Source: an optimization exercise on an open RTL-to-GDS flow (aim: small area, a short achievable clock period and few clock cycles per item). Production flows keep margins and buffers that such runs may drop.
At most, simulation tests tie the RTL to the original design; equivalence was not proved.
Power figures rest on the tool's default switching activity, not on a simulated workload.

## APB_Slave
module APB_Slave#( parameter DWIDTH = 32, AWIDTH = 5)
(   input                                      PCLK,             
    input                                   PRESETn,             
    input                                     PSELx,             
    input                                   PENABLE,             
    input                        [AWIDTH-1:0] PADDR,             
    input                                    PWRITE,             
    input                       [DWIDTH-1:0] PWDATA,             
    output reg                  [DWIDTH-1:0] PRDATA,             
    output                                   PREADY,             
    output                                   PSLVERR             
);
For scale: ~2,100 cells after synthesis, roughly 1,100 flip-flops, ~0.040 mm² of cells after synthesis.
clock: 5.5 ns
lec_check: 0
cap_margin: 20
core_margin: 2
core_utilization: 40
cts_cluster_diameter: 100
cts_cluster_size: 30
setup_slack_margin: 2.5
slew_margin: 20
run.sh (not shown) runs the stock make flow with config.mk's settings and CLKGATE_MAP_FILE= SYNTH_SCRIPT=/design/flow/synth_recipe.tcl, a recipe that flattens the netlist after the stock synthesis.
Edit:
ABC_CLOCK_PERIOD_IN_PS = 2000   (was default)
CTS_CLUSTER_DIAMETER = default   (was 100)
CTS_CLUSTER_SIZE = default   (was 30)
SETUP_SLACK_MARGIN = 3.5   (was 2.5)
After rerunning: The changed run passed the timing, DRC and antenna checks; critical path depth shrinks by 6; non-clock buffer count grows by 269; fmax grows by a quarter to a third; final cell count grows by roughly a tenth; clock-buffer cell count grows by 62; final area grows by about a fifth; worst setup slack improved by 0.71 ns; area after synthesis does not change; global-route usage grows by 2.1 points.
No functional check of the RTL was part of any run of this note.

* * *

## v33
Another version of the RTL of APB_Slave (not shown whole).
For scale: ~2100 cells after synthesis, about 76 I/O pins.
Design APB_Slave, start of the top module:
module APB_Slave#( parameter DWIDTH = 32, AWIDTH = 5)
(   input                                      PCLK,             
    input                                   PRESETn,             
    input                                     PSELx,             
    input                                   PENABLE,             
    input                        [AWIDTH-1:0] PADDR,             
    input                                    PWRITE,             
    input                       [DWIDTH-1:0] PWDATA,             
    output reg                  [DWIDTH-1:0] PRDATA,             
    output                                   PREADY,             
    output                                   PSLVERR             
);
clock: 5.5 ns
lec_check: 0
cap_margin: 20
core_margin: 2
core_utilization: 70
cts_cluster_diameter: 100
cts_cluster_size: 24
setup_slack_margin: 3.35
slew_margin: 20
synth_hierarchical: 1
Testbench counts of v33, summed over its fixed seeds: cycles 8,184, transfers 4,096.
#### Input delta (v54 over v33)
# v33
export LEC_CHECK = 0
export CAP_MARGIN = 20
export CORE_MARGIN = 2
export CORE_UTILIZATION = 70
export CTS_CLUSTER_DIAMETER = 100
export CTS_CLUSTER_SIZE = 24
export SETUP_SLACK_MARGIN = 3.35
export SLEW_MARGIN = 20
export SYNTH_HIERARCHICAL = 1
create_clock -name core_clock -period 5.5 [get_ports {PCLK}]
# v54
export LEC_CHECK = 0
export CAP_MARGIN = 20
export CORE_ASPECT_RATIO = 1.33
export CORE_MARGIN = 2
export CORE_UTILIZATION = 65
export CTS_CLUSTER_DIAMETER = 100
export CTS_CLUSTER_SIZE = 24
export SETUP_SLACK_MARGIN = 3.3
export SLEW_MARGIN = 20
export SYNTH_HIERARCHICAL = 1
create_clock -name core_clock -period 5.5 [get_ports {PCLK}]
- v54 against v33: final hold violation count did not really move, width of the die went down, delay of the slowest cell on the worst path went down.
- Going from v33 to v54, power of the clock network ~0 delta; core utilization now smaller.
- The final reports for v54 and v33 show worst hold slack after final layout higher in the former.
Here is what was changed in the inputs of v18 compared with v54.
# v54
export LEC_CHECK = 0
export CAP_MARGIN = 20
export CORE_ASPECT_RATIO = 1.33
export CORE_MARGIN = 2
export CORE_UTILIZATION = 65
export CTS_CLUSTER_DIAMETER = 100
export CTS_CLUSTER_SIZE = 24
export SETUP_SLACK_MARGIN = 3.3
export SLEW_MARGIN = 20
export SYNTH_HIERARCHICAL = 1
create_clock -name core_clock -period 5.5 [get_ports {PCLK}]
# v18
export LEC_CHECK = 0
export CAP_MARGIN = 20
export CORE_MARGIN = 2
export CORE_UTILIZATION = 65
export CTS_CLUSTER_DIAMETER = 100
export CTS_CLUSTER_SIZE = 24
export SETUP_SLACK_MARGIN = 3.3
export SLEW_MARGIN = 20
export SYNTH_HIERARCHICAL = 1
create_clock -name core_clock -period 5.5 [get_ports {PCLK}]
In v18, proportion of power drawn by the clock network is higher than in v54.
On period utilization: between v54 and v18, it ends up lower for v18.
v18 vs v54, routed length on met3 went up by about 14%.
On die area, v18 tracks v54 almost exactly.
The standard cells in v18 occupy less silicon area than those in v54 do.
Compared v18 vs v54, and met2 global-route usage is up in v18.

* * *

RTL: one of the versions met above, not the one the previous note started from.
Size: ~2100 cells after synthesis, about 1100 flip-flops, about 76 I/O pins, about 40000 um^2 of cells after synthesis.
export LEC_CHECK = 0
export CAP_MARGIN = 20
export CORE_MARGIN = 2
export CORE_UTILIZATION = 40
export SETUP_SLACK_MARGIN = 2.5
export SLEW_MARGIN = 20
create_clock -name core_clock -period 5.5 [get_ports {PCLK}]
Then changed:
Settings changed: ABC_CLOCK_PERIOD_IN_PS set to 2000, CTS_CLUSTER_DIAMETER set to 100, CTS_CLUSTER_SIZE set to 30, SETUP_SLACK_MARGIN 2.5 to 3.0.
What happened: The new run produced a clean layout. Register-to-register slack gains 280 ps. Total power goes down by about a fifth. Hold slack is worse by 31 ps. Count of clock-buffer cells in the layout decreases by 56. Synthesized area stays the same.
Then changed:
Settings changed: SETUP_SLACK_MARGIN 3.0 to 3.3.
Result: Wire length rises by 0.86%. Clock skew is about the same. Count of clock-buffer cells in the layout does not change. Non-clock buffer count rises by 32. Die area does not change. Hold slack improves by 30 ps.
Then changed:
Settings changed: ABC_CLOCK_PERIOD_IN_PS 2000 to not set, CTS_CLUSTER_DIAMETER 100 to not set, CTS_CLUSTER_SIZE 30 to not set, SETUP_SLACK_MARGIN 3.3 to not set.
Effect: The new run finished clean. Setup slack loses 1500 ps. Via count drops by 2.9%. Cell count drops by about 0.7%. Non-clock buffer count drops by 127. Cell area drops by 1.0%. Clock skew drops by 4.5 ps. Utilization drops by 0.49 points. Total power climbs by 23%. Clock power climbs by 85%. Combinational power drops by about 18%.
No run of this note included a check of the RTL's function; only the layout flow was run.

* * *

The RTL this note starts from:
==> flow/design.v <==
module APB_Slave_or8
(   input       [7:0] sel,
    input       [7:0] d,
    output            y
);
    assign y = |(sel & d);
endmodule
module APB_Slave_nor2
(   input       [1:0] a,
    output            y
);
    assign y = ~|a;
endmodule
module APB_Slave_nand2
(   input       [1:0] a,
    output            y
);
    assign y = ~&a;
endmodule
module APB_Slave_rdbit
(   input       [31:0] sel,
    input       [31:0] d,
    output             q
);
    wire  [3:0] p;                                               
    wire  [1:0] n;                                               
    genvar k;
    generate
        for (k = 0; k < 4; k = k + 1) begin : g8
            APB_Slave_or8 u (.sel(sel[8*k+7:8*k]), .d(d[8*k+7:8*k]), .y(p[k]));
        end
        for (k = 0; k < 2; k = k + 1) begin : g16
            APB_Slave_nor2 u (.a(p[2*k+1:2*k]), .y(n[k]));
        end
    endgenerate
    APB_Slave_nand2 u32 (.a(n), .y(q));
endmodule
module APB_Slave#( parameter DWIDTH = 32, AWIDTH = 5)
(   input                                      PCLK,             
    input                                   PRESETn,             
    input                                     PSELx,             
    input                                   PENABLE,             
    input                        [AWIDTH-1:0] PADDR,             
    input                                    PWRITE,             
    input                       [DWIDTH-1:0] PWDATA,             
    output reg                  [DWIDTH-1:0] PRDATA,             
    output                                   PREADY,             
    output                                   PSLVERR             
);
    localparam DEPTH = 2**AWIDTH;
    reg           [DWIDTH-1:0] mem_arr[DEPTH-1:0];
    wire           [DEPTH-1:0] word_sel;                         
    wire          [DWIDTH-1:0] rd_word;
    genvar g, b;
    generate
        for (g = 0; g < DEPTH; g = g + 1) begin : dec
            assign word_sel[g] = (PADDR == g);
            always @(posedge PCLK)
                if (PSELx && PENABLE && PWRITE && word_sel[g])
                    mem_arr[g] <= PWDATA;
        end
        for (b = 0; b < DWIDTH; b = b + 1) begin : rd
            wire [DEPTH-1:0] column;
            for (g = 0; g < DEPTH; g = g + 1) begin : col
                assign column[g] = mem_arr[g][b];
            end
            APB_Slave_rdbit u_bit (.sel(word_sel), .d(column), .q(rd_word[b]));
        end
    endgenerate
always @(posedge PCLK)
begin
    PRDATA <= rd_word;
end
    assign PREADY  = 1'b1;
    assign PSLVERR = 1'b0;
endmodule
export LEC_CHECK = 0
export CAP_MARGIN = 20
export CORE_MARGIN = 2
export CORE_UTILIZATION = 65
export CTS_CLUSTER_DIAMETER = 100
export CTS_CLUSTER_SIZE = 24
export SETUP_SLACK_MARGIN = 3.3
export SLEW_MARGIN = 20
export SYNTH_HIERARCHICAL = 1
create_clock -name core_clock -period 5.5 [get_ports {PCLK}]
standard.sh (not shown) runs the stock make flow with config.mk's settings and CLKGATE_MAP_FILE= SYNTH_SCRIPT=/design/flow/synth_recipe.tcl, a recipe that flattens the netlist after the stock synthesis.
==> flow/flow/run.sh <==
#!/bin/bash
# Own flow: the standard layout, except that the port buffers that ORFS
# inserts before global placement are plain buf_4 cells (ORFS's default pick
# on sky130hd is a clock delay buffer). Each tool's output goes to a log file.
set -euo pipefail
bash standard.sh synth > 1_synth.log 2>&1
export BUFFER_PORTS_ARGS="-buffer_cell sky130_fd_sc_hd__buf_4"
bash standard.sh BUFFER_PORTS_ARGS="$BUFFER_PORTS_ARGS" finish > 2_layout.log 2>&1
The baseline completed with no timing, DRC or antenna violations.
Testbench counts at the start, summed over its fixed seeds: cycles 8,184, transfers 4,096.
Rerun with:
==> flow/run.sh (new file) <==
#!/bin/bash
# synth_recipe.tcl (not shown) runs the flow's synth.tcl, then flattens the netlist and writes it again
# the make line also repeats each setting of config.mk as NAME=value (left out here)
make -C /OpenROAD-flow-scripts/flow DESIGN_CONFIG=/design/flow/config.mk WORK_HOME=/design/flow/orfs CLKGATE_MAP_FILE= SYNTH_SCRIPT=/design/flow/synth_recipe.tcl finish
CORE_UTILIZATION = 55   (was 65)
PLACE_DENSITY = 0.75   (was not set)
removed: flow/flow/run.sh
removed: flow/standard.sh
Effect:
- The changed run ran to the end with no violations
- critical path depth is unchanged
- register-to-register slack gets worse by 0.09 ns
- first-iteration DRC count grows by 4.7%
- hold slack gets worse by 0.0061 ns
Rerun with:
CORE_UTILIZATION = 65   (was 55)
CTS_BUF_LIST = sky130_fd_sc_hd__clkbuf_8   (was not set)
CTS_CLUSTER_DIAMETER = 60   (was 100)
CTS_CLUSTER_SIZE = 16   (was 24)
PLACE_DENSITY = not set   (was 0.75)
Final area shrinks by 2.6%; cell count shrinks by 3.1%; via count came out lower by 2.4%; wire length came out lower by 4.7%; setup slack gets better by 0.0050 ns; global-route usage climbs by 4.2 points; core utilization is higher by 9.6 points; power decreases by 2.6%; synthesized cell count stays the same; area after synthesis stays the same; hold slack gets worse by 0.0076 ns.
Rerun with:
CORE_UTILIZATION = 80   (was 65)
CTS_BUF_LIST = not set   (was sky130_fd_sc_hd__clkbuf_8)
CTS_CLUSTER_DIAMETER = 100   (was 60)
CTS_CLUSTER_SIZE = 24   (was 16)
SETUP_SLACK_MARGIN = 3.4   (was 3.3)
=> With this change the flow did not get past clock tree synthesis; synthesized area stays the same; synthesized cell count is unchanged.

## separate check: timing with driven ports
The flow's constraints put no driver on any port. The routed layouts listed below were extracted and timed again, unchanged, in two steps. Step 1, drivers: a clkbuf_16 drives PCLK and a buf_2 each remaining input, both assumed. Step 2 also shifts input and output timing later by t, the mid clock arrival at the registers, as if the neighbouring blocks saw the same clock. a / b / c = ideal / step 1 / step 2; a / b = the first two.
run	t, ns	setup slack, ns	worst setup path after step 2	pins driven straight from the clock port
the first run of note 1	0.677	2.489 / 2.493 / 1.816	input to register	1
the second run of note 1	0.744	3.200 / 3.051 / 2.307	input to register	1
v33	0.687	3.288 / 3.242 / 2.555	input to register	1
v54	0.683	3.268 / 3.262 / 2.620	input to register	1
v18	0.695	3.297 / 3.254 / 2.608	input to register	1
the first run of note 3	0.738	2.470 / 2.473 / 1.735	input to register	1
the second run of note 3	0.677	3.004 / 2.901 / 2.224	input to register	1
the third run of note 3	0.684	3.228 / 3.153 / 2.469	input to register	1
the fourth run of note 3	0.742	1.698 / 1.729 / 0.988	input to register	1
the first run of note 4	0.691	3.100 / 3.085 / 2.394	input to register	1
the second run of note 4	0.699	3.131 / 3.104 / 2.405	input to register	1
the third run of note 4	0.752	3.136 / 3.145 / 2.393	input to register	1
After both steps every run listed still meets setup and hold. The setup slack of the second run of note 1, which loses most, moves by -0.149 ns with the drivers and by -0.893 ns with both steps.
